This design comes from an exercise in tuning for small area on the open sky130 flow, not from production work. Function was checked by simulation only, so behaviour that the tests miss may differ from the original. Power and IR drop assume default switching activity.

==> inputs of xenon <==
// IDCT_all
module IDCT_all(seq_in, mode, clk, reset, seq_out_4, seq_out_8);
input  signed [24:0] seq_in;
input                mode;
input                clk;
input                reset;
output signed [24:0] seq_out_4;
output signed [24:0] seq_out_8;
reg       act;         
reg       m8;          
reg [5:0] cnt;         
always @(posedge clk) begin
    if (reset)
        act <= 1'b0;
    else if (!act)
        act <= 1'b1;
    else if (cnt == (m8 ? 6'd63 : 6'd15))
        act <= 1'b0;
    if (!act) begin
        m8  <= mode;
        cnt <= 6'd0;
    end else
        cnt <= cnt + 6'd1;
end
reg [15:0] xr;
reg        xv;
reg        xm;
reg [5:0]  xi;
always @(posedge clk) begin
    xr <= seq_in[15:0];
    xi <= cnt;
    xm <= m8;
    xv <= act & ~reset;
end
wire [2:0]  c1     = xm ? xi[2:0] : {xi[1:0], 1'b0};
wire        first1 = xm ? (xi[2:0] == 3'd0) : (xi[1:0] == 2'd0);
localparam S1 = 13;              
localparam YA = S1 - 7;          
localparam YB = 23 - S1;         
wire [8*S1-1:0] a1;              
wire [8*YB-1:0] b1;              
  ...
Settings: LEC_CHECK=0, CAP_MARGIN=20, CORE_MARGIN=2, CORE_UTILIZATION=45, SLEW_MARGIN=20; clock period 10.0 ns.
standard.sh (not shown) runs the stock make flow with config.mk's settings and CLKGATE_MAP_FILE= SYNTH_SCRIPT=/design/flow/synth_recipe.tcl, a recipe that flattens the netlist after the stock synthesis.
==> flow/flow/run.sh <==
#!/bin/bash
# Layout flow: the standard flow (standard.sh) with these changes.
#
#  1. Synthesis runs with SYNTH_OPERATIONS_ARGS=-noabc: Yosys's generic
#     "abc -fast" pass is skipped before full-adder extraction, so the
#     ripple-carry adders of the RTL map straight onto full-adder cells
#     instead of full adders wrapped in inverters.
#  2. The combinational logic of that netlist (all but registers, full/half
#     adders and tie cells) is mapped again by ABC with a shorter script
#     (flow/reopt.ys, flow/reopt.abc), and checked equivalent to it
#     (flow/equiv.ys).
#     After each of steps 1 and 2 the registers are compared with the
#     standard synthesis (same instance names and cell types); if a step
#     fails or changes them, the flow goes back to the previous netlist.
#  3. Clock tree synthesis without dummy loads and with larger sink clusters
#     driven by clkbuf_8 leaf buffers (CTS_ARGS).
#  4. Every input and output port still gets its own buffer, but a buf_1
#     instead of the default clkdlybuf4s50_1 (BUFFER_PORTS_ARGS).
#
# Everything else (floorplan, power grid, placement, routing, finishing) is
# standard.sh unchanged. Each step's output goes to its own log file here.
set -uo pipefail

RES=orfs/results/${FLOW_PLATFORM}/IDCT_all/base
LOGS=orfs/logs/${FLOW_PLATFORM}/IDCT_all/base
YOSYS=$(command -v yosys || echo "$FLOW_HOME/../tools/install/yosys/bin/yosys")

flops() {
    grep -oE 'sky130_fd_sc_hd__[a-z0-9_]+ +[^ (]+ *\(' "$1" \
        | grep -E 'sky130_fd_sc_hd__(s?e?df|dl)' | sed 's/ *($//' | sort
}

same_flops() {   # $1: netlist; compared with the standard synthesis
    flops "$1" > flops_check.txt && [[ -s flops_standard.txt ]] \
        && cmp -s flops_standard.txt flops_check.txt
}

use_netlist() {  # $1: netlist to lay out; rebuilds 1_synth.odb from it
    rm -f "$RES/1_2_yosys.v" "$RES/1_synth.odb" "$RES/1_synth.sdc"
    cp "$1" "$RES/1_2_yosys.v"
    [[ -f "$RES/1_2_yosys.sdc" ]] || cp "$FLOW_SDC" "$RES/1_2_yosys.sdc"
    bash standard.sh synth > "synth_odb_$(basename "$1" .v).log" 2>&1
}

# 1. reference: the standard synthesis
bash standard.sh synth > synth_standard.log 2>&1 || exit 1
cp "$RES/1_2_yosys.v" synth_standard.v
cp "$LOGS/1_2_yosys.log" synth_standard_yosys.log 2>/dev/null
flops synth_standard.v > flops_standard.txt
chosen=synth_standard.v

# 1'. synthesis without the generic abc pass
rm -f "$RES/1_2_yosys.v" "$RES/1_2_yosys.sdc" "$RES/1_synth.odb" "$RES/1_synth.sdc"
if SYNTH_OPERATIONS_ARGS=-noabc bash standard.sh synth > synth_noabc.log 2>&1 \
    && [[ -s "$RES/1_2_yosys.v" ]] && same_flops "$RES/1_2_yosys.v"; then
    cp "$RES/1_2_yosys.v" synth_noabc.v
    chosen=synth_noabc.v
    echo "noabc synthesis: used" > synth_choice.txt
else
    echo "noabc synthesis: failed or registers differ, not used" > synth_choice.txt
fi

# 2. re-map the combinational logic
LIB=$(make -s -C "$FLOW_HOME" DESIGN_CONFIG="$PWD/config.mk" WORK_HOME="$PWD/orfs" print-LIB_FILES 2>/dev/null | sed 's/^LIB_FILES: *//' | awk '{print $1}')
DONTUSE=$(make -s -C "$FLOW_HOME" DESIGN_CONFIG="$PWD/config.mk" WORK_HOME="$PWD/orfs" print-DONT_USE_CELLS 2>/dev/null | sed 's/^DONT_USE_CELLS: *//' | awk '{for (i = 1; i <= NF; i++) printf "-dont_use %s ", $i}')
PERIOD_PS=$(awk -v p="$FLOW_PERIOD_NS" 'BEGIN {printf "%d", p * 1000}')
printf 'set_driving_cell sky130_fd_sc_hd__buf_1\nset_load 5\n' > reopt.constr
sed -e "s#@LIB@#$LIB#g" -e "s#@IN@#$chosen#" -e "s#@OUT@#reopt.v#" -e "s#@TOP@#$FLOW_TOP#" \
    -e "s#@DONTUSE@#$DONTUSE#" -e "s#@CONSTR@##" -e "s#@PERIOD_PS@#$PERIOD_PS#" \
    -e "s#@ABC@#flow/reopt.abc#" flow/reopt.ys > reopt.ys
sed -e "s#@LIB@#$LIB#g" -e "s#@GOLD@#$chosen#" -e "s#@GATE@#reopt.v#" -e "s#@TOP@#$FLOW_TOP#g" \
    flow/equiv.ys > equiv.ys
if [[ -n "$LIB" ]] && timeout 1800 "$YOSYS" -s reopt.ys > reopt_yosys.log 2>&1 \
    && [[ -s reopt.v ]] && same_flops reopt.v \
    && timeout 1800 "$YOSYS" -s equiv.ys > reopt_equiv.log 2>&1; then
    chosen=reopt.v
    echo "re-mapped netlist: used" >> synth_choice.txt
else
    echo "re-mapped netlist: failed, not equivalent or registers differ, not used" >> synth_choice.txt
fi
use_netlist "$chosen" || { use_netlist synth_standard.v || exit 1; }

# 3. the rest of the standard flow, with the clock tree and port buffer settings
BUFFER_PORTS_ARGS="-buffer_cell sky130_fd_sc_hd__buf_1" \
CTS_ARGS="-sink_clustering_enable -repair_clock_nets -dont_use_dummy_load -sink_clustering_size 16 -sink_clustering_max_diameter 60 -buf_list sky130_fd_sc_hd__clkbuf_8" \
    bash standard.sh finish > finish.log 2>&1 || exit 1

[[ -s out/final.def ]]
==> flow/flow/reopt.abc <==
&get -n
&st
&dch
&nf
&put
buffer -c
topo
stime -c
upsize -c
dnsize -c
Other scripts of this flow, unchanged in this note and not shown: flow/flow/equiv.ys, flow/flow/reopt.ys
==> quartz (differences from xenon) <==
--- a/flow/flow/run.sh
+++ b/flow/flow/run.sh
@@ -9,3 +9,3 @@
 #     adders and tie cells) is mapped again by ABC with a shorter script
-#     (flow/reopt.ys, flow/reopt.abc), and checked equivalent to it
+#     (flow/reopt.ys, flow/reopt.abc: an area-oriented amap), and checked equivalent to it
 #     (flow/equiv.ys).
@@ -68,3 +68,3 @@
 sed -e "s#@LIB@#$LIB#g" -e "s#@IN@#$chosen#" -e "s#@OUT@#reopt.v#" -e "s#@TOP@#$FLOW_TOP#" \
-    -e "s#@DONTUSE@#$DONTUSE#" -e "s#@CONSTR@##" -e "s#@PERIOD_PS@#$PERIOD_PS#" \
+    -e "s#@DONTUSE@#$DONTUSE#" -e "s#@CONSTR@#-constr reopt.constr#" -e "s#@PERIOD_PS@#$PERIOD_PS#" \
     -e "s#@ABC@#flow/reopt.abc#" flow/reopt.ys > reopt.ys
==> flow/flow/reopt.abc (replaced) <==
strash
dch
amap
topo
stime -c
buffer -c
upsize -c
dnsize -c
==> willow (differences from xenon) <==
--- a/flow/flow/run.sh
+++ b/flow/flow/run.sh
@@ -9,3 +9,3 @@
 #     adders and tie cells) is mapped again by ABC with a shorter script
-#     (flow/reopt.ys, flow/reopt.abc), and checked equivalent to it
+#     (flow/reopt.ys, flow/reopt.abc: an area-oriented amap), and checked equivalent to it
 #     (flow/equiv.ys).
@@ -68,3 +68,3 @@
 sed -e "s#@LIB@#$LIB#g" -e "s#@IN@#$chosen#" -e "s#@OUT@#reopt.v#" -e "s#@TOP@#$FLOW_TOP#" \
-    -e "s#@DONTUSE@#$DONTUSE#" -e "s#@CONSTR@##" -e "s#@PERIOD_PS@#$PERIOD_PS#" \
+    -e "s#@DONTUSE@#$DONTUSE#" -e "s#@CONSTR@#-constr reopt.constr#" -e "s#@PERIOD_PS@#$PERIOD_PS#" \
     -e "s#@ABC@#flow/reopt.abc#" flow/reopt.ys > reopt.ys
==> flow/flow/reopt.abc (replaced) <==
strash
dch
amap -F 3 -A 8
strash
dch
amap -F 3 -A 8
strash
dch
amap -F 3 -A 8
topo
stime -c
buffer -c
upsize -c
dnsize -c
==> impl_results.html <==
<table>
<tr><th>Metric</th><th>Value</th></tr>
<tr><th colspan="2">Outcome</th></tr>
<tr><td>Run status</td><td>finished clean</td></tr>
<tr><th colspan="2">Floorplan</th></tr>
<tr><td>Chip height</td><td>421 um</td></tr>
<tr><td>Number of tap cells inserted</td><td>2,310</td></tr>
<tr><th colspan="2">Finish</th></tr>
<tr><td>Final core utilization</td><td>0.487</td></tr>
<tr><td>Fraction of area in registers</td><td>0.517</td></tr>
<tr><td>Area share of buffers outside the clock network</td><td>0.0134</td></tr>
<tr><th colspan="2">Power and ir drop</th></tr>
<tr><td>Power group with the highest consumption</td><td>combinational logic</td></tr>
<tr><td>Share of power burned in registers</td><td>0.431</td></tr>
<tr><th colspan="2">Timing</th></tr>
<tr><td>Actual transition at the worst max-transition pin</td><td>1.01 ns</td></tr>
<tr><td>Max-Slew Margin vs Limit</td><td>0.321</td></tr>
<tr><td>Worst clock skew</td><td>0.0886 ns</td></tr>
<tr><td>Final setup margin</td><td>0.530 ns</td></tr>
<tr><th colspan="2">Global routing</th></tr>
<tr><td>Global-route wire length before repair</td><td>226,000 um</td></tr>
<tr><td>Antenna violations before repair</td><td>1</td></tr>
<tr><td>Grt met2 use</td><td>0.236</td></tr>
<tr><th colspan="2">Route</th></tr>
<tr><td>Routed length on met1</td><td>68,600 um</td></tr>
<tr><th colspan="2">Setup path</th></tr>
<tr><td>Peak fanout along the critical path</td><td>7</td></tr>
<tr><td>Critical path, cell by cell</td><td>fa_1 &gt; fa_1 &gt; fa_1 &gt; fa_1 &gt; fa_1 &gt; mux2i_1 &gt; a21o_1 &gt; a21boi_0 &gt; xnor2_1 &gt; fa_1 &gt; fa_1 &gt; fa_1 &gt; fa_1 &gt; fa_1 &gt; fa_1 &gt; fa_1 &gt; fa_1 &gt; fa_1 &gt; fa_1 &gt; xnor2_1 &gt; xnor2_1</td></tr>
<tr><th colspan="2">Placement</th></tr>
<tr><td>Number of placed cells counting well taps</td><td>8,258</td></tr>
<tr><th colspan="2">Logic synthesis</th></tr>
<tr><td>Mapped Nets</td><td>6,693</td></tr>
</table>
[end of results for xenon]
==> impl_results.html <==
<table>
<tr><th>Metric</th><th>Value</th></tr>
<tr><th colspan="2">Timing</th></tr>
<tr><td>Actual transition at the worst max-transition pin</td><td>1.02 ns</td></tr>
<tr><td>Final setup margin</td><td>0.470 ns</td></tr>
<tr><td>Final hold slack</td><td>0.243 ns</td></tr>
<tr><td>Worst clock skew</td><td>0.116 ns</td></tr>
<tr><th colspan="2">Global routing</th></tr>
<tr><td>Global-route wire length before repair</td><td>242,000 um</td></tr>
<tr><td>Via count of the first global-routing pass</td><td>45,201</td></tr>
<tr><td>Antenna violations before repair</td><td>2</td></tr>
<tr><th colspan="2">Finish</th></tr>
<tr><td>Final core utilization</td><td>0.480</td></tr>
<tr><td>Area share of buffers outside the clock network</td><td>0.0133</td></tr>
<tr><td>Fraction of area in registers</td><td>0.527</td></tr>
<tr><th colspan="2">Placement</th></tr>
<tr><td>Number of placed cells counting well taps</td><td>8,820</td></tr>
<tr><th colspan="2">Floorplan</th></tr>
<tr><td>Number of tap cells inserted</td><td>2,233</td></tr>
<tr><td>Chip height</td><td>418 um</td></tr>
<tr><th colspan="2">Power and ir drop</th></tr>
<tr><td>Power group with the highest consumption</td><td>combinational logic</td></tr>
<tr><td>Share of power burned in registers</td><td>0.428</td></tr>
<tr><th colspan="2">Route</th></tr>
<tr><td>Routed length on met1</td><td>71,600 um</td></tr>
<tr><th colspan="2">Logic synthesis</th></tr>
<tr><td>Mapped Nets</td><td>7,510</td></tr>
<tr><th colspan="2">Outcome</th></tr>
<tr><td>Run status</td><td>finished clean</td></tr>
</table>
[end of results for willow]
==> impl_results.html <==
<table>
<tr><th>Metric</th><th>Value</th></tr>
<tr><th colspan="2">Timing</th></tr>
<tr><td>Worst clock skew</td><td>0.0822 ns</td></tr>
<tr><td>Max-Slew Margin vs Limit</td><td>0.320</td></tr>
<tr><td>Actual transition at the worst max-transition pin</td><td>1.01 ns</td></tr>
<tr><td>Final setup margin</td><td>0.472 ns</td></tr>
<tr><th colspan="2">Global routing</th></tr>
<tr><td>Antenna violations before repair</td><td>2</td></tr>
<tr><td>Global-route wire length before repair</td><td>247,000 um</td></tr>
<tr><th colspan="2">Setup path</th></tr>
<tr><td>Peak fanout along the critical path</td><td>35</td></tr>
<tr><td>Critical path, cell by cell</td><td>inv_1 &gt; nand3_2 &gt; buf_4 &gt; o22ai_1 &gt; o22ai_1 &gt; o22ai_1 &gt; fa_1 &gt; fa_1 &gt; fa_1 &gt; fa_1 &gt; fa_1 &gt; fa_1 &gt; a211oi_1 &gt; or3_1 &gt; o21ai_0 &gt; o21ai_0 &gt; fa_1 &gt; fa_1 &gt; fa_1 &gt; fa_1 &gt; fa_1 &gt; fa_1 &gt; fa_1</td></tr>
<tr><th colspan="2">Floorplan</th></tr>
<tr><td>Number of tap cells inserted</td><td>2,310</td></tr>
<tr><td>Chip height</td><td>420 um</td></tr>
<tr><th colspan="2">Placement</th></tr>
<tr><td>Number of placed cells counting well taps</td><td>9,099</td></tr>
<tr><th colspan="2">Finish</th></tr>
<tr><td>Fraction of area in registers</td><td>0.524</td></tr>
<tr><td>Area share of buffers outside the clock network</td><td>0.0123</td></tr>
<tr><th colspan="2">Power and ir drop</th></tr>
<tr><td>Share of power burned in registers</td><td>0.461</td></tr>
<tr><td>Power group with the highest consumption</td><td>sequential cells</td></tr>
<tr><th colspan="2">Route</th></tr>
<tr><td>Routed length on met1</td><td>73,200 um</td></tr>
<tr><th colspan="2">Logic synthesis</th></tr>
<tr><td>Mapped Nets</td><td>7,720</td></tr>
<tr><th colspan="2">Outcome</th></tr>
<tr><td>Run status</td><td>finished clean</td></tr>
</table>
[end of results for quartz]

static timing again, ports no longer ideal:
Ports are ideal in the flow. The routed layouts listed here were re-timed in OpenROAD. Step 1 (the two cells are an assumption about what drives the block):
set clk [get_ports {clk}]
set_driving_cell -lib_cell sky130_fd_sc_hd__clkbuf_16 $clk
set_driving_cell -lib_cell sky130_fd_sc_hd__buf_2 [delete_from_list [all_inputs] $clk]
Step 2 moves the port delays by t, midway between the first and last clock arrival at a register: inputs arrive t later, outputs are due t later. That takes back most of the time a late clock gives input paths. Three values: ideal, step 1, step 2; two values: the first two.
run | t (ns) | setup slack, ns | hold slack, ns | worst setup path at the end
xenon | 0.951 | 0.530 / 0.530 / 0.530 | 0.262 / 0.262 / 0.262 | register to register
quartz | 0.956 | 0.472 / 0.472 / 0.472 | 0.285 / 0.285 / 0.285 | register to register
willow | 0.934 | 0.470 / 0.470 / 0.470 | 0.243 / 0.243 / 0.243 | register to register
After both steps every run listed still meets setup and hold.
